This is an optimization exercise on Yosys and OpenROAD, whose aim is small area and a short achievable clock period, not a production implementation. The RTL was checked by simulation tests, not by an equivalence proof against the original design. Power figures rest on the tool's default switching activity, not on a simulated workload.

==> flow/design.v <==
module simple_ram
#(parameter DATA_WIDTH = 32, parameter ADDR_WIDTH = 9)
(
	input [(DATA_WIDTH-1):0] data,
	input [(ADDR_WIDTH-1):0] r_w_addr,
	input we, clk,
	output reg [(DATA_WIDTH-1):0] q
);
	localparam N = 2**ADDR_WIDTH;
	reg [DATA_WIDTH-1:0] ram[N-1:0];
	wire [7:0] lo = 8'h1 << r_w_addr[2:0];
	wire [7:0] hi = 8'h1 << r_w_addr[5:3];
	wire [N-1:0] sel;
	genvar i;
	generate for (i = 0; i < N; i = i + 1) begin : g
		assign sel[i] = hi[i / 8] & lo[i % 8];
		always @(posedge clk)
			if (we & sel[i]) ram[i] <= data;
	end endgenerate
	integer k;
	reg [DATA_WIDTH-1:0] rd;
	always @* begin
		rd = {DATA_WIDTH{1'b0}};
		for (k = 0; k < N; k = k + 1)
			rd = rd | (ram[k] & {DATA_WIDTH{sel[k]}});
	end
	always @(posedge clk)
		q <= rd;
endmodule
module gen_pack_TSE (
input clk_i,
input srst_i,
input [9:0]gen_address_AvMM_S_i,
input gen_write_AvMM_S_i,
input [31:0]gen_writedata_AvMM_S_i,
input gen_read_AvMM_S_i,
output [31:0]gen_readdata_AvMM_S_o,
output gen_readdatavalid_AvMM_S_o,
output gen_waitrequest_AvMM_S_o,
input [31:0]gen_readdata_AvMM_M_i,
input gen_waitrequest_AvMM_M_i,
output [7:0]gen_address_AvMM_M_o,
output gen_write_AvMM_M_o,
output [31:0]gen_writedata_AvMM_M_o,
output gen_read_AvMM_M_o,
input  gen_ready_i,
output [7:0]gen_data_o,
output gen_valid_o,
output gen_startofpacket_o,
output gen_endofpacket_o
);
localparam [31:0] VAL_NOT_FOUND         = 32'h404;
localparam [31:0] TSE_REG_VAL_RESET     = 32'h2008;
localparam [31:0] TSE_REG_VAL_RESET_COR = 32'h8;
localparam [31:0] TSE_REG_VAL_2_COMCONF = 32'h900001b;
localparam [13:0] GEN_VAL_PART_OF_SEC   = 14'h30d4;
localparam [2:0] IDLE         = 3'b000,
                 WORK_REG     = 3'b001,
                 WORK_RAM     = 3'b010,
                 TSE_RW       = 3'b011,
                 INIT_TSE_ST  = 3'b100,
                 INIT_TSE_RD  = 3'b101,
                 INIT_TSE_WR  = 3'b110,
                 INIT_TSE_CHK = 3'b111;
localparam [1:0] IDLE_ST = 2'b00,
                 SOP     = 2'b01,
                 SEND    = 2'b10,
                 EOP     = 2'b11;
logic [31:0] control, count_pack_reg, time_work, rand_val_speed;
logic [31:0] rdata_s;
logic        rvalid_s;
logic        waitreq_s;
logic [7:0]  addr_m;
logic        write_m;
logic [31:0] wdata_m;
logic        read_m;
logic        we_tv;
logic [5:0]  r_w_addr_tv;
logic [5:0]  r_w_addr_tv_ST;
logic [5:0]  ram_addr;
logic [31:0] q_tv;
logic [1:0]  state_ST;
logic [7:0]  data_o;
logic        valid_o;
logic        sop_o;
logic        eop_o;
logic [31:0] temp_val_data_tx;
logic [1:0]  count_32to8;
logic [8:0]  size_tv;
logic [11:0] cet1, cet2;           
logic [10:0] size_pack;
logic [31:0] count_pack_work1;    
logic        flag_startwork_tx;
logic        flag_set_control_0_bit;
logic [13:0] cout_one_sec;
logic [31:0] count_time_work;
logic [9:0]  work_speed;
logic [9:0]  wait_speed;
logic [9:0]  wait_speed_lim;     
logic [10:0] count_work_speed;
logic [10:0] rand_range;
logic        flag_range_1_ready;
logic        flag_range_2_ready;
logic        flag_range_3_ready;
logic [10:0] rand_range_1;
logic [10:0] rand_range_2;
logic [10:0] rand_range_3;
logic [10:0] m1, m2;                
logic        flag_next_rand_size;
logic [10:0] rand_range_1_count;
logic [9:0]  rand_range_2_count;
logic [9:0]  rand_range_3_count;
logic [1:0]  range_queue;
logic [10:0] value_rnd_1;
logic [9:0]  value_rnd_2;
logic [9:0]  value_rnd_3;
simple_ram #(.DATA_WIDTH(32), .ADDR_WIDTH(6)) simple_ram_ex (
  .clk      (clk_i),
  .we       (we_tv),
  .data     (gen_writedata_AvMM_S_i),
  .r_w_addr (ram_addr),
  .q        (q_tv)
);
wire [9:0] a_s   = gen_address_AvMM_S_i;
wire       req_s = gen_write_AvMM_S_i | gen_read_AvMM_S_i;
wire [5:0] ram_offset = a_s[5:0] - 6'h10;
wire       m_ok  = ~gen_waitrequest_AvMM_M_i;
wire in_reg = (a_s[9:2] == 8'h0);                                    
wire in_ram = ~a_s[9] & (a_s[8] ? (~a_s[7] & ~(&a_s[6:1]))           
                                : (a_s[7:4] != 4'h0));               
wire in_tse = a_s[9] & ~a_s[8] & ~((&a_s[7:5]) & (a_s[4:2] != 3'h0));  
logic s_idle, s_reg, s_ram, s_tse, s_ist, s_ird, s_iwr, s_ichk;
wire idle_ok = s_idle & ~control[24];
wire rd_cor  = (gen_readdata_AvMM_M_i == TSE_REG_VAL_RESET_COR);
wire rd_conf = (gen_readdata_AvMM_M_i == TSE_REG_VAL_2_COMCONF);
wire n_reg  = (idle_ok & req_s & in_reg) | (s_reg & waitreq_s);
wire n_ram  = (idle_ok & req_s & in_ram) | (s_ram & waitreq_s);
wire n_tse  = (idle_ok & req_s & in_tse) | (s_tse & waitreq_s);
wire n_ist  = (s_idle & control[24]) | (s_ist & ~m_ok);
wire n_ird  = (s_ist & m_ok) | (s_ird & ~(m_ok & rd_cor));
wire n_iwr  = (s_ird & m_ok & rd_cor) | (s_iwr & ~m_ok);
wire n_ichk = (s_iwr & m_ok) | (s_ichk & ~m_ok);
wire n_idle = (idle_ok & ~(req_s & (in_reg | in_ram | in_tse))) |
              ((s_reg | s_ram | s_tse) & ~waitreq_s) |
              (s_ichk & m_ok);
logic [31:0] control_mm_n, count_pack_reg_n, time_work_n, rand_val_speed_n;
logic [31:0] rdata_s_n;
logic        rvalid_s_n, waitreq_s_n;
logic [7:0]  addr_m_n;
logic        write_m_n, read_m_n;
logic [31:0] wdata_m_n;
logic        we_tv_n;
logic [5:0]  r_w_addr_tv_n;
wire rd_s = gen_read_AvMM_S_i;
wire wr_s = gen_write_AvMM_S_i;
wire ack_404 = n_idle & ~control[24] & rd_s & ~rvalid_s;
wire ack_reg = n_reg & rd_s & in_reg;
wire ram_hit = (r_w_addr_tv == ram_offset);
wire ack_ram = n_ram & ~control[0] & rd_s & ram_hit;
wire ack_tse = n_tse & rd_s & m_ok;
logic [31:0] reg_sel;
always_comb
  case (a_s[1:0])
    2'd0: reg_sel = control;
    2'd1: reg_sel = count_pack_reg;
    2'd2: reg_sel = time_work;
    2'd3: reg_sel = rand_val_speed;
  endcase
wire wr_reg = n_reg & wr_s & in_reg;
always_comb begin
  rvalid_s_n  = ack_404 | ack_reg | ack_ram | ack_tse;
  waitreq_s_n = ~((n_idle & ~control[24] & ((wr_s & waitreq_s) | (rd_s & ~rvalid_s))) |
                  (n_reg & req_s) |
                  (n_ram & ~control[0] & (wr_s | (rd_s & ram_hit))) |
                  (n_tse & req_s & m_ok));
  rdata_s_n   = ({32{ack_404}} & VAL_NOT_FOUND) |
                ({32{ack_reg}} & reg_sel) |
                ({32{ack_ram}} & q_tv) |
                ({32{ack_tse}} & gen_readdata_AvMM_M_i);
  we_tv_n       = n_ram & ~control[0] & wr_s;
  r_w_addr_tv_n = (n_ram & ~control[0] & req_s) ? ram_offset : r_w_addr_tv;
  control_mm_n     = control;
  count_pack_reg_n = count_pack_reg;
  time_work_n      = time_work;
  rand_val_speed_n = rand_val_speed;
  if (flag_set_control_0_bit)
    control_mm_n[0] = 1'b0;
  if (n_idle & m_ok & rd_conf)
    control_mm_n[24] = 1'b0;
  if (wr_reg)
    case (a_s[1:0])
      2'd0: control_mm_n     = gen_writedata_AvMM_S_i;
      2'd1: count_pack_reg_n = gen_writedata_AvMM_S_i;
      2'd2: time_work_n      = gen_writedata_AvMM_S_i;
      2'd3: rand_val_speed_n = gen_writedata_AvMM_S_i;
    endcase
  write_m_n = (n_tse & wr_s & ~m_ok) | n_ist | n_iwr;
  read_m_n  = (n_tse & rd_s & ~m_ok) | n_ird | n_ichk;
  addr_m_n  = n_tse ? a_s[7:0] : 8'h2;
  wdata_m_n = n_ist ? TSE_REG_VAL_RESET :
              n_iwr ? TSE_REG_VAL_2_COMCONF : gen_writedata_AvMM_S_i;
end
logic [1:0] next_ST;
wire [11:0] cet1_inc = cet1[11] ? 12'd1 : cet1 + 12'd1;
wire [11:0] cet2_inc = (cet2 == 12'd2049) ? 12'd2 : cet2 + 12'd1;
wire        last1  = (cet1 == {1'b0, size_pack});
wire        last2  = (cet2 == {1'b0, size_pack});
always_comb begin
  next_ST = IDLE_ST;
  case (state_ST)
    IDLE_ST: next_ST = (control[0] && count_work_speed == 11'h0) ? SOP : IDLE_ST;
    SOP:     if (gen_ready_i && sop_o && control[0])
               next_ST = SEND;
             else if (r_w_addr_tv_ST == 6'd5)
               next_ST = IDLE_ST;
             else
               next_ST = SOP;
    SEND:    next_ST = (gen_ready_i && last1) ? EOP : SEND;
    EOP:     if (count_work_speed != 11'h0 && gen_ready_i)
               next_ST = IDLE_ST;
             else if (flag_startwork_tx && gen_ready_i)
               next_ST = SOP;
             else if (gen_ready_i)
               next_ST = IDLE_ST;
             else
               next_ST = EOP;
    default: next_ST = IDLE_ST;
  endcase
end
logic [7:0]  data_o_n;
logic        valid_o_n, sop_o_n, eop_o_n;
logic [5:0]  r_w_addr_tv_ST_n;
logic [1:0]  count_32to8_n;
logic [31:0] temp_val_data_tx_n;
logic [8:0]  size_tv_n;
logic [11:0] cet1_n, cet2_n;
logic [31:0] count_pack_work1_n;
logic        flag_startwork_tx_n;
logic        flag_set_n;
logic [7:0] byte_sel;
always_comb begin
  case (count_32to8)
    2'd0: byte_sel = temp_val_data_tx[7:0];
    2'd1: byte_sel = temp_val_data_tx[15:8];
    2'd2: byte_sel = temp_val_data_tx[23:16];
    2'd3: byte_sel = temp_val_data_tx[31:24];
  endcase
end
always_comb begin
  data_o_n            = data_o;
  valid_o_n           = valid_o;
  sop_o_n             = 1'b0;
  eop_o_n             = eop_o;
  r_w_addr_tv_ST_n    = r_w_addr_tv_ST;
  count_32to8_n       = count_32to8;
  temp_val_data_tx_n  = temp_val_data_tx;
  size_tv_n           = size_tv;
  cet1_n              = cet1;
  cet2_n              = cet2;
  count_pack_work1_n  = count_pack_work1;
  flag_startwork_tx_n = flag_startwork_tx;
  flag_set_n          = 1'b0;
  case (next_ST)
    IDLE_ST: begin
      r_w_addr_tv_ST_n = flag_startwork_tx ? 6'd0 : 6'd1;
      data_o_n       = 8'h0;
      valid_o_n      = 1'b0;
      eop_o_n        = 1'b0;
      count_32to8_n  = 2'd0;
      size_tv_n      = 9'd0;
      cet1_n = 12'd1;
      cet2_n = 12'd2;
      if (!control[0])
        count_pack_work1_n = 32'h1;
    end
    SOP: begin
      r_w_addr_tv_ST_n = control[0] ? 6'd0 : 6'd5;
      if (r_w_addr_tv_ST == 6'd0)
        cet1_n = 12'd2;
        cet2_n = 12'd3;
      if (cet1 == 12'd2) begin
        temp_val_data_tx_n = q_tv;
        data_o_n           = q_tv[7:0];
        valid_o_n          = 1'b1;
        sop_o_n            = 1'b1;
        count_32to8_n      = 2'd1;
        size_tv_n          = 9'd0;
      end
      else if (!control[0])
        flag_startwork_tx_n = 1'b0;
      else if (flag_startwork_tx) begin
        cet1_n             = 12'd2;
        cet2_n             = 12'd3;
        temp_val_data_tx_n = q_tv;
        data_o_n           = q_tv[7:0];
        valid_o_n          = 1'b1;
        sop_o_n            = 1'b1;
        count_32to8_n      = 2'd1;
        size_tv_n          = 9'd0;
      end
      eop_o_n = 1'b0;
    end
    SEND: begin
      valid_o_n = 1'b1;
      if (gen_ready_i) begin
        data_o_n = byte_sel;
        if (count_32to8 == 2'd1)
          r_w_addr_tv_ST_n = size_tv[5:0] + 6'h1;
        cet1_n = cet1_inc;
        cet2_n = cet2_inc;
        count_32to8_n  = count_32to8 + 2'h1;
        if (count_32to8 == 2'd3) begin
          size_tv_n          = size_tv + 9'h1;
          temp_val_data_tx_n = q_tv;
        end
        if (last2) begin
          r_w_addr_tv_ST_n = 6'd0;
          if (!control[2]) begin
            count_pack_work1_n = count_pack_work1 + 32'h1;
            if (count_pack_work1 >= count_pack_reg)
              flag_set_n = 1'b1;
          end
          else if (count_time_work >= time_work)
            flag_set_n = 1'b1;
        end
      end
    end
    EOP: begin
      valid_o_n = 1'b1;
      if (gen_ready_i) begin
        data_o_n       = byte_sel;
        cet1_n = cet1_inc;
        cet2_n = cet2_inc;
        count_32to8_n  = count_32to8 + 2'h1;
        if (count_32to8 == 2'd3) begin
          size_tv_n          = size_tv + 9'h1;
          temp_val_data_tx_n = q_tv;
        end
        r_w_addr_tv_ST_n = 6'd0;
        if (last1)
          eop_o_n = 1'b1;
        flag_startwork_tx_n = 1'b1;
      end
    end
  endcase
end
always_ff @(posedge clk_i) begin
  if (srst_i) begin
    s_idle <= 1'b1; s_reg <= 1'b0; s_ram <= 1'b0; s_tse <= 1'b0;
    s_ist  <= 1'b0; s_ird <= 1'b0; s_iwr <= 1'b0; s_ichk <= 1'b0;
    rvalid_s       <= 1'b0;
    waitreq_s      <= 1'b1;
    control        <= 32'h0;
    count_pack_reg <= 32'h0;
    time_work      <= 32'h0;
    rand_val_speed <= 32'h0;
    we_tv          <= 1'b0;
    r_w_addr_tv    <= 6'h0;
    ram_addr       <= 6'h0;
    state_ST          <= IDLE_ST;
    sop_o             <= 1'b0;
    flag_startwork_tx <= 1'b0;
    flag_set_control_0_bit <= 1'b0;
  end
  else begin
    s_idle <= n_idle; s_reg <= n_reg; s_ram <= n_ram; s_tse <= n_tse;
    s_ist  <= n_ist;  s_ird <= n_ird; s_iwr <= n_iwr; s_ichk <= n_ichk;
    rvalid_s       <= rvalid_s_n;
    waitreq_s      <= waitreq_s_n;
    control        <= control_mm_n;
    count_pack_reg <= count_pack_reg_n;
    time_work      <= time_work_n;
    rand_val_speed <= rand_val_speed_n;
    we_tv          <= we_tv_n;
    r_w_addr_tv    <= r_w_addr_tv_n;
    ram_addr       <= control_mm_n[0] ? r_w_addr_tv_ST_n : r_w_addr_tv_n;
    state_ST          <= next_ST;
    sop_o             <= sop_o_n;
    flag_startwork_tx <= flag_startwork_tx_n;
    flag_set_control_0_bit <= flag_set_n;
  end
end
always_ff @(posedge clk_i) begin
  rdata_s        <= rdata_s_n;
  data_o            <= data_o_n;
  valid_o           <= valid_o_n;
  eop_o             <= eop_o_n;
  r_w_addr_tv_ST    <= r_w_addr_tv_ST_n;
  count_32to8       <= count_32to8_n;
  temp_val_data_tx  <= temp_val_data_tx_n;
  size_tv           <= size_tv_n;
  cet1              <= cet1_n;
  cet2              <= cet2_n;
  count_pack_work1  <= count_pack_work1_n;
end
always_ff @(posedge clk_i) begin
  write_m <= write_m_n;
  read_m  <= read_m_n;
  addr_m  <= addr_m_n;
  wdata_m <= wdata_m_n;
end
always_ff @(posedge clk_i) begin
  if (!control[0]) begin
    cout_one_sec    <= 14'h0;
    count_time_work <= 32'h0;
  end
  else if (cout_one_sec >= GEN_VAL_PART_OF_SEC) begin
    cout_one_sec    <= 14'h0;
    count_time_work <= count_time_work + 32'h1;
  end
  else
    cout_one_sec <= cout_one_sec + 14'h1;
end
wire [9:0] spd = rand_val_speed[31:22];
wire work_lt = (work_speed < spd) & ({1'b0, work_speed} + 11'h1 != {1'b0, spd});
wire wait_lt = (wait_speed < wait_speed_lim) & ~(&wait_speed_lim);
always_ff @(posedge clk_i)
  wait_speed_lim <= ~spd;
always_ff @(posedge clk_i) begin
  begin
    if (control[0]) begin
      if (valid_o) begin
        if (work_lt)
          work_speed <= work_speed + 10'h1;
        else if (spd < 10'd1000) begin
          work_speed       <= 10'h0;
          count_work_speed <= count_work_speed + 11'h1;
        end
      end
      else if (count_work_speed != 11'h0) begin
        if (wait_lt)
          wait_speed <= wait_speed + 10'h1;
        else begin
          count_work_speed <= count_work_speed - 11'h1;
          wait_speed       <= 10'h0;
        end
      end
    end
    else begin
      work_speed       <= 10'h0;
      count_work_speed <= 11'h0;
      wait_speed       <= 10'h0;
    end
  end
end
wire [10:0] rmin = rand_val_speed[10:0];
wire        next_is_eop = (next_ST == EOP);
wire c1_lt = m1[10] & ~|(rand_range_1_count & m1);            
wire c2_lt = m2[10] & ~|({1'b0, rand_range_2_count} & m2);    
always_ff @(posedge clk_i) begin
  if (srst_i) begin
    size_pack           <= 11'd62;
    flag_next_rand_size <= 1'b0;
    range_queue         <= 2'h0;
    rand_range_1_count  <= 11'h0;
    rand_range_2_count  <= 10'h0;
    rand_range_3_count  <= 10'h0;
    value_rnd_1         <= 11'h0;
    value_rnd_2         <= 10'h0;
    value_rnd_3         <= 10'h0;
  end
  else begin
    if (!control[1])
      size_pack <= (control[13:3] >= 11'd62) ? control[13:3] : 11'd62;
    else if (rand_range == 11'h0)
      size_pack <= 11'd62;
    if (flag_range_1_ready && flag_range_2_ready && flag_range_3_ready && !flag_next_rand_size && !next_is_eop) begin
      range_queue         <= range_queue + 2'h1;
      flag_next_rand_size <= 1'b1;
      if ((range_queue[0] ||
           (range_queue == 2'd2 && !c2_lt) ||
           (range_queue == 2'd0 && {1'b0, rand_range_3_count} >= rand_range_3)) &&
          c1_lt) begin
        rand_range_1_count <= rand_range_1_count + 11'h1;
        value_rnd_1        <= (value_rnd_1 << 2) + value_rnd_1 + 11'h1;
        size_pack          <= value_rnd_1 + rmin;
      end
      else if ((range_queue != 2'd0 ||
                {1'b0, rand_range_3_count} >= rand_range_3) &&
               c2_lt) begin
        rand_range_2_count <= rand_range_2_count + 10'h1;
        value_rnd_2        <= (value_rnd_2 << 2) + value_rnd_2 + 10'h1;
        size_pack          <= {1'b0, value_rnd_2} + base_2;
      end
      else if ({1'b0, rand_range_3_count} < rand_range_3) begin
        rand_range_3_count <= rand_range_3_count + 10'h1;
        value_rnd_3        <= value_rnd_3 + 10'h1;
        size_pack          <= {1'b0, value_rnd_3} + base_2 + rand_range_2;
      end
    end
    if (flag_next_rand_size && next_is_eop) begin
      flag_next_rand_size <= 1'b0;
      if (!c1_lt && !c2_lt &&
          {1'b0, rand_range_3_count} >= rand_range_3) begin
        rand_range_1_count <= 11'h0;
        rand_range_2_count <= 10'h0;
        rand_range_3_count <= 10'h0;
        value_rnd_1        <= 11'h0;
        value_rnd_2        <= 10'h0;
        value_rnd_3        <= 10'h0;
      end
      if (rand_range_1 != 11'h0) value_rnd_1 <= value_rnd_1 & ~m1;
      if (rand_range_2 != 11'h0) value_rnd_2 <= value_rnd_2 & ~m2[9:0];
    end
  end
end
function automatic [10:0] pow2_mask(input [10:0] r, input bit top1024);
  logic [11:0] gt;
  integer k;
  gt = 12'h0;
  for (k = 1; k <= 10; k = k + 1)
    gt[k] = (|(r >> (k + 1))) | (r[k] & (|(r & ((11'h1 << k) - 11'h1))));
  if (!top1024) gt[10] = 1'b0;
  pow2_mask[0] = 1'b0;
  for (k = 1; k <= 10; k = k + 1)
    pow2_mask[k] = gt[1] & ~gt[k + 1];
endfunction
function automatic [10:0] low_bit(input [10:0] m);
  low_bit = m & ~(m << 1);
endfunction
wire [10:0] rr_left = rand_range - rand_range_1;
wire        rr_go   = (rand_range != 11'h0);
wire        rr1_set = rr_go && !flag_range_1_ready;
wire [10:0] m1_new  = pow2_mask(rand_range, 1'b1);
wire [10:0] rand_range_1_n = rr1_set ? low_bit(m1_new) : rand_range_1;
wire wr_rvs = wr_reg & (a_s[1:0] == 2'd3);
wire [10:0] base_w = gen_writedata_AvMM_S_i[10:0] + rand_range_1;
wire [10:0] base_k = rand_val_speed[10:0] + rand_range_1;
logic [10:0] base_2;
always_ff @(posedge clk_i)
  base_2 <= ({11{wr_rvs}} & base_w) | ({11{~wr_rvs}} & base_k);
always_ff @(posedge clk_i) begin
  if (srst_i) begin
    flag_range_1_ready <= 1'b0;
    flag_range_2_ready <= 1'b0;
    flag_range_3_ready <= 1'b0;
    rand_range_1       <= 11'h0;
    rand_range_2       <= 11'h0;
    rand_range_3       <= 11'h0;
    m1                 <= 11'h0;
    m2                 <= 11'h0;
    rand_range         <= 11'h0;
  end
  else begin
    if (control[0] && control[1])
      rand_range <= rand_val_speed[21:11] - rand_val_speed[10:0] + 11'h1;
    else begin
      flag_range_1_ready <= 1'b0;
      flag_range_2_ready <= 1'b0;
      flag_range_3_ready <= 1'b0;
      rand_range         <= 11'h0;
    end
    rand_range_1 <= rand_range_1_n;
    if (rr1_set) m1 <= m1_new;
    if (rr_go) begin
      if (!flag_range_1_ready)
        flag_range_1_ready <= 1'b1;
      else if (!flag_range_2_ready) begin
        rand_range_2       <= low_bit(pow2_mask(rr_left, 1'b0));
        m2                 <= pow2_mask(rr_left, 1'b0);
        flag_range_2_ready <= 1'b1;
      end
      else if (!flag_range_3_ready) begin
        rand_range_3       <= rr_left - rand_range_2;
        flag_range_3_ready <= 1'b1;
      end
    end
  end
end
assign gen_readdata_AvMM_S_o      = rdata_s;
assign gen_readdatavalid_AvMM_S_o = rvalid_s;
assign gen_waitrequest_AvMM_S_o   = waitreq_s;
assign gen_address_AvMM_M_o   = addr_m;
assign gen_write_AvMM_M_o     = write_m;
assign gen_writedata_AvMM_M_o = wdata_m;
assign gen_read_AvMM_M_o      = read_m;
assign gen_data_o          = data_o;
assign gen_valid_o         = valid_o;
assign gen_startofpacket_o = sop_o;
assign gen_endofpacket_o   = eop_o;
endmodule
==> flow/run.sh <==
#!/bin/bash
# synth_recipe.tcl (not shown) runs the flow's synth.tcl, then flattens the netlist and writes it again
# the make line also repeats each setting of config.mk as NAME=value (left out here)
make -C /OpenROAD-flow-scripts/flow DESIGN_CONFIG=/design/flow/config.mk WORK_HOME=/design/flow/orfs CLKGATE_MAP_FILE= SYNTH_SCRIPT=/design/flow/synth_recipe.tcl finish
==> flow/config.mk <==
export PLATFORM = sky130hd
export DESIGN_NAME = gen_pack_TSE
export DESIGN_NICKNAME = gen_pack_TSE
export VERILOG_FILES = /design/flow/design.v
export SDC_FILE = /design/flow/constraint.sdc
export NUM_CORES = 4
export LEC_CHECK = 0
export CAP_MARGIN = 20
export CORE_MARGIN = 2
export CORE_UTILIZATION = 60
export CTS_BUF_LIST = sky130_fd_sc_hd__clkbuf_16
export CTS_CLUSTER_DIAMETER = 50
export CTS_CLUSTER_SIZE = 28
export PLACE_DENSITY = 0.7
export SETUP_SLACK_MARGIN = 5
export SLEW_MARGIN = 20
export TNS_END_PERCENT = 100
==> flow/constraint.sdc <==
create_clock -name core_clock -period 8.0 [get_ports {clk_i}]
set_input_delay 1.6000 -clock core_clock [delete_from_list [all_inputs] [get_ports {clk_i}]]
set_output_delay 1.6000 -clock core_clock [all_outputs]
set_load 0.01 [all_outputs]
==> results of run 1 <==
-- synth_stat cells, types with 13 or more instances --
| cell | number | area [um2] |
|---|---|---|
| fa_1 | 18 | 360 |
| a221oi_1 | 377 | 3300 |
| nor4_1 | 46 | 288 |
| xnor2_1 | 116 | 1020 |
| nand2b_1 | 25 | 156 |
| nand4_1 | 199 | 1240 |
| a211oi_1 | 25 | 188 |
| buf_1 | 37 | 139 |
| o21a_1 | 27 | 203 |
| xor2_1 | 131 | 1150 |
| dfxtp_1 | 503 | 10100 |
| a22o_1 | 375 | 3280 |
| o31ai_1 | 13 | 97.6 |
| nor3_1 | 71 | 355 |
| nand2_1 | 479 | 1800 |
| a222oi_1 | 40 | 400 |
| clkbuf_1 | 319 | 1200 |
| nor2b_1 | 30 | 188 |
| nand3b_1 | 14 | 105 |
| mux2i_1 | 26 | 260 |
| a21o_1 | 42 | 315 |
| ha_1 | 226 | 2830 |
| mux4_2 | 32 | 721 |
| inv_1 | 232 | 871 |
| nand3_1 | 143 | 716 |
| and3_1 | 50 | 313 |
| or3_1 | 27 | 169 |
| or4_1 | 32 | 240 |
| o21ai_0 | 156 | 781 |
| edfxtp_1 | 2154 | 64700 |
| and2_1 | 126 | 788 |
| a22oi_1 | 294 | 2210 |
| a21oi_1 | 287 | 1440 |
| nor2_1 | 396 | 1490 |
| a31oi_1 | 21 | 131 |
| o211ai_1 | 17 | 128 |
-- worst max-delay path: stages (launching register included) --
cell      delay (ps)
dfxtp_2          480
nor2_1           130
nand2_4          250
nor2_4           170
buf_4            340
a22o_1           310
a221oi_1         320
nand4_1          320
nor3_1           360
nand2_2          310
-- layout make-up --
type / instances / area, um2 / share of cell area, %
Clock inverter: 148 / 1820 / 1.51
Timing Repair Buffer: 555 / 4930 / 4.09
Multi-Input combinational cell: 4050 / 30400 / 25.2
Antenna cell: 36 / 90.1 / 0.0746
Sequential cell: 2657 / 74800 / 62.0
Inverter: 233 / 911 / 0.754
Clock buffer: 192 / 4800 / 3.98
Tap cell: 2325 / 2910 / 2.41
-- report_power, final --
group	switching, W	internal (W)	leakage, nW
sequential	0.000162	0.0150	23.7
clock	0.00550	0.00492	3.22
combinational	0.000787	0.000273	13.7
-- layer usage --
metal  GRT usage (%)  part of all wire (%)  vias to the layer above  wire [um]
met2            64.6                    42                     7783     174000
met4            31.6                   9.0                       22      37000
met3            17.5                    17                     1999      69500
li1                -                     -                    29600          -
met5           0.403                 0.068                        -        281
met1            55.5                    32                    37500     131000
-- worst max path at each step --
stage / endpoint / slack, ps / cells past startpoint
after floorplan: temp_val_data_tx[0] / 4060 / 10
after global placement: count_pack_work1[21] / 2880 / 10
after detailed placement: count_pack_work1[22] / 2770 / 10
after CTS: gen_data_o[6] / 4750 / 1
after global routing: rand_range_3_count[9] / 4690 / 10
final: simple_ram_ex.q[0] / 4740 / 9
-- cells in the final DEF, fill, tap and decap left out, types with 25 or more instances in the layout --
| cell type | netlist | final |
|---|---|---|
| dfxtp_1 | 503 | 457 |
| buf_12 | 0 | 26 |
| inv_1 | 232 | 224 |
| a22o_1 | 375 | 374 |
| xnor2_1 | 116 | 112 |
| a21oi_1 | 287 | 265 |
| nor2_4 | 0 | 71 |
| and3_1 | 50 | 47 |
| and2_2 | 0 | 33 |
| dfxtp_2 | 0 | 30 |
| clkbuf_16 | 0 | 195 |
| buf_6 | 0 | 77 |
| a21o_1 | 42 | 42 |
| mux4_2 | 32 | 32 |
| and2_1 | 126 | 58 |
| nand2_1 | 479 | 464 |
| o21ai_0 | 156 | 133 |
| a222oi_1 | 40 | 40 |
| nor2_1 | 396 | 315 |
| ha_1 | 226 | 208 |
| mux2i_1 | 26 | 25 |
| buf_2 | 0 | 102 |
| a22oi_1 | 294 | 292 |
| o21a_1 | 27 | 26 |
| and2_4 | 0 | 40 |
| buf_4 | 0 | 282 |
| nand3_1 | 143 | 132 |
| edfxtp_1 | 2154 | 2154 |
| a221oi_1 | 377 | 366 |
| nand4_1 | 199 | 199 |
| diode_2 | 0 | 36 |
| xor2_1 | 131 | 129 |
| nor2b_1 | 30 | 26 |
| nor3_1 | 71 | 60 |
| clkinv_8 | 0 | 28 |
-- stage by stage --
stage | power, W | utilization (%) | setup slack (ps)
after global placement | 0.0163 | 63.7 | 2880
after global routing | 0.0270 | 69.3 | 4690
after floorplan | 0.0157 | - | 4060
final | 0.0266 | 69.4 | 4740
after detailed placement | 0.0164 | 63.7 | 2770
after CTS | 0.0264 | 68.5 | 4750
-- cell families after synthesis --
group	Yosys count	share of synthesized area, %
flops	2657	71.1
compound gates	1801	12.9
simple gates	1686	7.84
buf+inv	589	2.10
xor+xnor	247	2.06
fa+ha+maj	244	3.03
mux	60	0.954
-- what timing repair did --
item / 4_1_cts / 5_1_grt
gates cloned: 14 / 7
pin swaps: 63 / 84
setup buffers: 114 / 53
endpoints found under the setup margin: 2453 / 553
gates resized for setup: 687 / 238
==> summary.txt, run 1 <==
Run status
  – Status: timing/DRC/antenna clean

Routing
  – Number of vias per cell: roughly 7.5
  – Drt total wl: roughly 410 mm
  – WL/cell: between 40 and 50 um
  – Routed Antenna Nets: 0
  – Drt first pass iters: 13
  – Initial DRC Count: about 16k
  – # DRC: 0
  – Detailed-route via count: just under 80k

Critical path
  – CP arrival: 3930 ps
  – Worst Setup End Kind: flop
  – FF-to-FF End: simple_ram_ex.q[0]
  – Launch point of the worst path: ram_addr[0]
  – R2r startpoint: ram_addr[0]
  – Critical path required time: between 8000 and 9000 ps
  – Worst setup SP type: flop
  – Worst Path Max Fanout: 18
  – R2R depth: 9
  – Register-to-register setup slack: 4740 ps
  – WS Path Type: reg2reg

STA
  – Peak Freq: between 0.3 and 0.4 GHz
  – Fin Hold WS: 455 ps
  – Final TNS setup: 0 ps
  – Fin crit period: between 3000 and 4000 ps
  – Final setup fails: 0
  – Max-slew headroom: about an eighth
  – Final Hold Fails: 0
  – Clock Skew: between 40 and 50 ps
  – Slew Limit Fails: 0
  – Worst-margin pin slew: around 1300 ps
  – RSZ-0062 raised after global routing: yes
  – Period utilization: slightly above 40%

Yosys
  – Main synth FF type: edfxtp_1
  – #FFs+latches synth: approximately 2.7k
  – Syn nets: 7608
  – Sequential fraction of the synthesis area: between 70% and 80%
  – Synth unique cells: between 80 and 90
  – Post-Syn Area: approximately 110000 um2
  – Synth warn: 3
  – Post-Synthesis Cells: 7284
  – Share of flip-flops with an asynchronous set or reset: 0%
  – Average size of a mapped cell: between 10 and 15 um2
  – EDFF count, synth: 2154

Cells and area
  – Layout net count: roughly 8.0k
  – Share of post-route cells with drive strength above 1: 16.9%
  – Final cell area excluding filler cells: roughly 120000 um2
  – Largest register FFs: 2048
  – Most flop-heavy register: simple_ram_ex.ram
  – Syn-to-layout area delta: 14.8%
  – # fillers: 11.6k
  – Finished Layout Cells: approximately 10k

Global routing
  – Initial antenna violation count: 28
  – Overall Global Routing Usage: between 40 and 50%
  – Largest net degree at the start of global routing: roughly 150
  – Vias in the first global route: approximately 69k
  – Grt ovf: 0
  – First-pass GRT wire length: approximately 550 mm

Placed design
  – Routability cong.: 0.928
  – DP Wirelength: approximately 230 mm
  – Port Buffers: around 170
  – Inst Count DP: 9632
  – Cell Area, Placed: 111000 um2

Die
  – Initial core utilization: 60.4%
  – Area of the core: approximately 170000 um2
  – Die width: around 420 um
  – Die Span Y: ~420 um
  – Die area: 179000 um2
  – Io pins: between 150 and 200
  – Std-Cell Rows: between 150 and 200

Job
  – Max-cap viol count: 0

Clock tree
  – Clock Sinks: 2657
  – CTS clk-pin slew, worst paths: approximately 80 ps
  – Cts bufs inserted: around 180
  – Root Buffer: clkbuf_16
  – Maximum buffer depth of the clock tree: 3
  – TritonCTS clock tree: yes
  – Max H-tree Level: 4
  – Clk Latency, worst-skew pair: 890 ps
  – Hold Buf Count CTS: 0

Min path
  – Hold Path End: rand_range_3[6]
  – HP Class: reg2reg
  – Hold Crit Start: rand_range_3[6]
  – Hold path cells: 2

Power and ir drop
  – PwrDens: 221 nW/um2
  – Cell leakage power: 40.6 nW
  – Peak supply drop: ~0.00025 V
==> inputs of run 2 (changes only) <==
--- a/flow/config.mk
+++ b/flow/config.mk
@@ -9,3 +9,3 @@
 export CORE_MARGIN = 2
-export CORE_UTILIZATION = 60
+export CORE_UTILIZATION = 62
 export CTS_BUF_LIST = sky130_fd_sc_hd__clkbuf_16
@@ -13,3 +13,3 @@
 export CTS_CLUSTER_SIZE = 28
-export PLACE_DENSITY = 0.7
+export PLACE_DENSITY = 0.75
 export SETUP_SLACK_MARGIN = 5
==> run 2 against run 1 <==
Critical endpoint is now rand_range_3_count[9]. Routed wire length decreased by 1.8%. Design area decreased by 0.15%. Critical path depth unchanged. Core utilization increased by 2.0 points. Global-route usage increased by 0.76 points. First-iteration DRC count increased by 2.8%. Total power decreased by 0.53%. Worst setup slack got worse by 44 ps. Still clean. Largest power group unchanged.
==> summary.txt, run 2 <==
Placed design
  – Routability cong.: ~0.95
  – DP Wirelength: approximately 230 mm
  – Port Buffers: about 170
  – Worst slack, placed: 2770 ps
  – Cell Area, Placed: 111000 um2

STA
  – Setup ws final: about 4700 ps
  – Max-slew headroom: 12.1%
  – Final TNS setup: 0 ps
  – Peak Freq: 0.303 GHz
  – Fin crit period: around 3300 ps
  – Clock Skew: 73.0 ps
  – Slew Limit Fails: 0
  – Worst-margin pin slew: 1310 ps
  – Period utilization: 41.3%
  – Fin Hold WS: roughly 460 ps
  – Final Hold Fails: 0
  – Final setup fails: 0
  – RSZ-0062 raised after global routing: yes

Clock tree
  – Max H-tree Level: 4
  – Clk Latency, worst-skew pair: around 900 ps
  – Clock Sinks: approximately 2.7k
  – CTS clk-pin slew, worst paths: around 80 ps
  – Maximum buffer depth of the clock tree: 3
  – Root Buffer: clkbuf_16
  – TritonCTS clock tree: yes
  – Cts bufs inserted: approximately 180
  – Hold Buf Count CTS: 0

Power and ir drop
  – Peak supply drop: a little under 0.0003 V
  – PwrDens: between 200 and 250 nW/um2
  – Cell leakage power: 40.5 nW
  – Share of power burned in registers: between 50% and 60%
  – Switch Pwr: about 0.0064 W
  – Combinational fraction of design power: 4.0%
  – Switching share of power: roughly 24%
  – Internal power: 0.0201 W
  – Clock power frac: approximately two fifths

Yosys
  – Post-Synthesis Cells: approximately 7.3k
  – Syn nets: approximately 7.6k
  – Most numerous cell in the Yosys netlist: edfxtp_1
  – Commonest cells post-synth: 2154 x edfxtp_1, 503 x dfxtp_1, 479 x nand2_1
  – Average size of a mapped cell: between 10 and 15 um2
  – Post-synth top area share: around three fifths
  – Synth warn: 3
  – Synth unique cells: just over 80
  – Sequential fraction of the synthesis area: a little under three quarters
  – Main synth FF type: edfxtp_1
  – Share of flip-flops with an asynchronous set or reset: 0%
  – Synth area leader: edfxtp_1
  – Post-Syn Area: between 100000 and 150000 um2
  – Top post-synthesis cells by area: edfxtp_1 62%, dfxtp_1 9.6%, a221oi_1 3.1%
  – #FFs+latches synth: 2657
  – EDFF count, synth: around 2.2k

Global routing
  – Grt ovf: 0
  – Vias in the first global route: 69.9k
  – Largest net degree at the start of global routing: between 70 and 80
  – First-pass GRT wire length: 544 mm
  – Overall Global Routing Usage: 45.6%
  – Initial antenna violation count: 25

Die
  – Die width: slightly above 400 um
  – Io pins: approximately 170
  – Area of the core: ~170000 um2
  – Initial core utilization: between 60 and 70%
  – Std-Cell Rows: approximately 150
  – Die Span Y: around 420 um
  – Die area: ~170000 um2

Critical path
  – WS Path Type: reg2reg
  – Worst Setup End Kind: flop
  – R2R depth: 9
  – Worst setup SP type: flop
  – Worst Path Max Fanout: 6
  – CP arrival: slightly above 4000 ps
  – Critical path required time: a little under 9000 ps

Routing
  – Number of vias per cell: around 7.7
  – Routed Antenna Nets: 0
  – Detailed-route via count: roughly 77k
  – Initial DRC Count: ~17k
  – # DRC: 0
  – WL/cell: approximately 40 um
  – Drt total wl: 405 mm
  – Drt first pass iters: 15

Min path
  – HP Class: reg2reg
  – Hold path cells: 2

Cells and area
  – Most frequent cells in the layout: 2154 x edfxtp_1, 463 x nand2_1, 451 x dfxtp_1
  – Layout net count: approximately 8k
  – Final cell area excluding filler cells: roughly 120000 um2
  – Fin util: between 70% and 80%
  – Share of post-route cells with drive strength above 1: 16.9%
  – Commonest non-fill, non-tap cell in the layout: edfxtp_1
  – Most flop-heavy register: simple_ram_ex.ram
  – Largest register FFs: slightly above 2k
  – Syn-to-layout area delta: 14.6%

Run status
  – Status: timing/DRC/antenna clean

Job
  – Max-cap viol count: 0
-- run 2: cell count changes in the layout (fill, tap and decap cells not counted), moves of 7 or more --
cell	previous run	this run
and2_2	33	21
and2_4	40	51
buf_4	282	267
buf_6	77	85
buf_8	17	25
clkdlybuf4s50_1	4	24
dfxtp_2	30	38
dlygate4sd2_1	22	10
inv_8	23	30
-- run 2: worst max-delay path, cell delays in order (launching register included) --
cell and delay, ps:
dfxtp_1 320, or4_4 570, o21ai_4 200, o41ai_4 120, o211ai_4 310, inv_4 50
or4_4 550, or4b_4 540, or4_4 420, a21oi_1 130
-- run 2: path summary, 6_finish.rpt --
| kind | startpoint | endpoint | slack [ps] |
|---|---|---|---|
| max | r_w_addr_tv_ST[4] | rand_range_3_count[9] | 4700 |
| min | control[17] | control[17] | 460 |
| max reg2reg | r_w_addr_tv_ST[4] | rand_range_3_count[9] | 4700 |
| min reg2reg | control[17] | control[17] | 460 |
-- run 2: final cells by class --
cell class / instances / area, um2
diodes: 35 / 87.6
clock buffers: 187 / 4680
clock inverters: 151 / 1860
fillers: 10700 / 48300
inverters: 233 / 906
multi-input cells: 4046 / 30400
flip-flops and latches: 2657 / 74900
well taps: 2218 / 2780
repair buffers: 557 / 5030
-- run 2: cells by family after synthesis --
kind of cell | after synthesis | share of synthesized area [%]
adder cells (fa/ha/maj) | 244 | 3.03
multiplexers | 60 | 0.954
flip-flops | 2657 | 71.1
buffers and inverters | 589 | 2.10
AND/OR/NAND/NOR | 1686 | 7.84
XOR/XNOR | 247 | 2.06
AO/OA/AOI/OAI | 1801 | 12.9
-- run 2: timing repair --
action                      CTS  global route
pin swaps                    63            77
resized for setup           707           211
cloned                        6             9
setup endpoints to repair  2386           602
buffers inserted            112            50
-- run 2: stage by stage --
step                std cells  total power [W]
detailed placement       9534           0.0163
finish                  10100           0.0265
floorplan                7284           0.0157
global placement         9533           0.0163
CTS                      9990           0.0263
global route            10100           0.0269
-- run 2: routing by layer --
layer | vias up | global-route usage (%) | part of all wire (%)
li1 | 29600 | - | -
met1 | 36800 | 55.4 | 31
met2 | 8462 | 64.9 | 41
met3 | 2392 | 20.2 | 18
met4 | 31 | 32.7 | 9.7
met5 | - | 0.250 | 0.17
-- run 2: power groups by stage --
stage                     sequential [W]  combinational [W]  clock, W
after global routing              0.0151            0.00104    0.0107
after floorplan                   0.0154           0.000301         0
after CTS                         0.0151           0.000937    0.0102
after detailed placement          0.0154           0.000897         0
after global placement            0.0154           0.000879         0
final                             0.0151            0.00106    0.0103

[what the ideal ports hide]
How much do the figures lean on ideal ports? The routed layouts below were timed once more, with nothing changed but the port constraints. Step 1, drivers: a clkbuf_16 drives clk_i and a buf_2 each remaining input, both assumed. Step 2, shift: input delay + t, output delay - t, t = (earliest + latest rising clock arrival at the registers) / 2. This alone moves slack from input paths to output paths. a / b / c = ideal ports / drivers / drivers and shift; a / b = the first two.
run | t, ns | setup slack, ns | worst hold slack (ns) | worst slew at a driven data input, ns | cell pins on the clock port's net
run 1 | 0.967 | 4.740 / 4.664 / 3.805 | 0.455 / 0.455 / 0.455 | 0.10 | 1
run 2 | 0.970 | 4.695 / 4.695 / 3.743 | 0.464 / 0.464 / 0.464 | 0.12 | 1
After both steps every run listed still meets setup and hold. For run 2, which loses most, drivers alone change the setup slack by 0.000 ns; drivers and shift together by -0.952 ns.
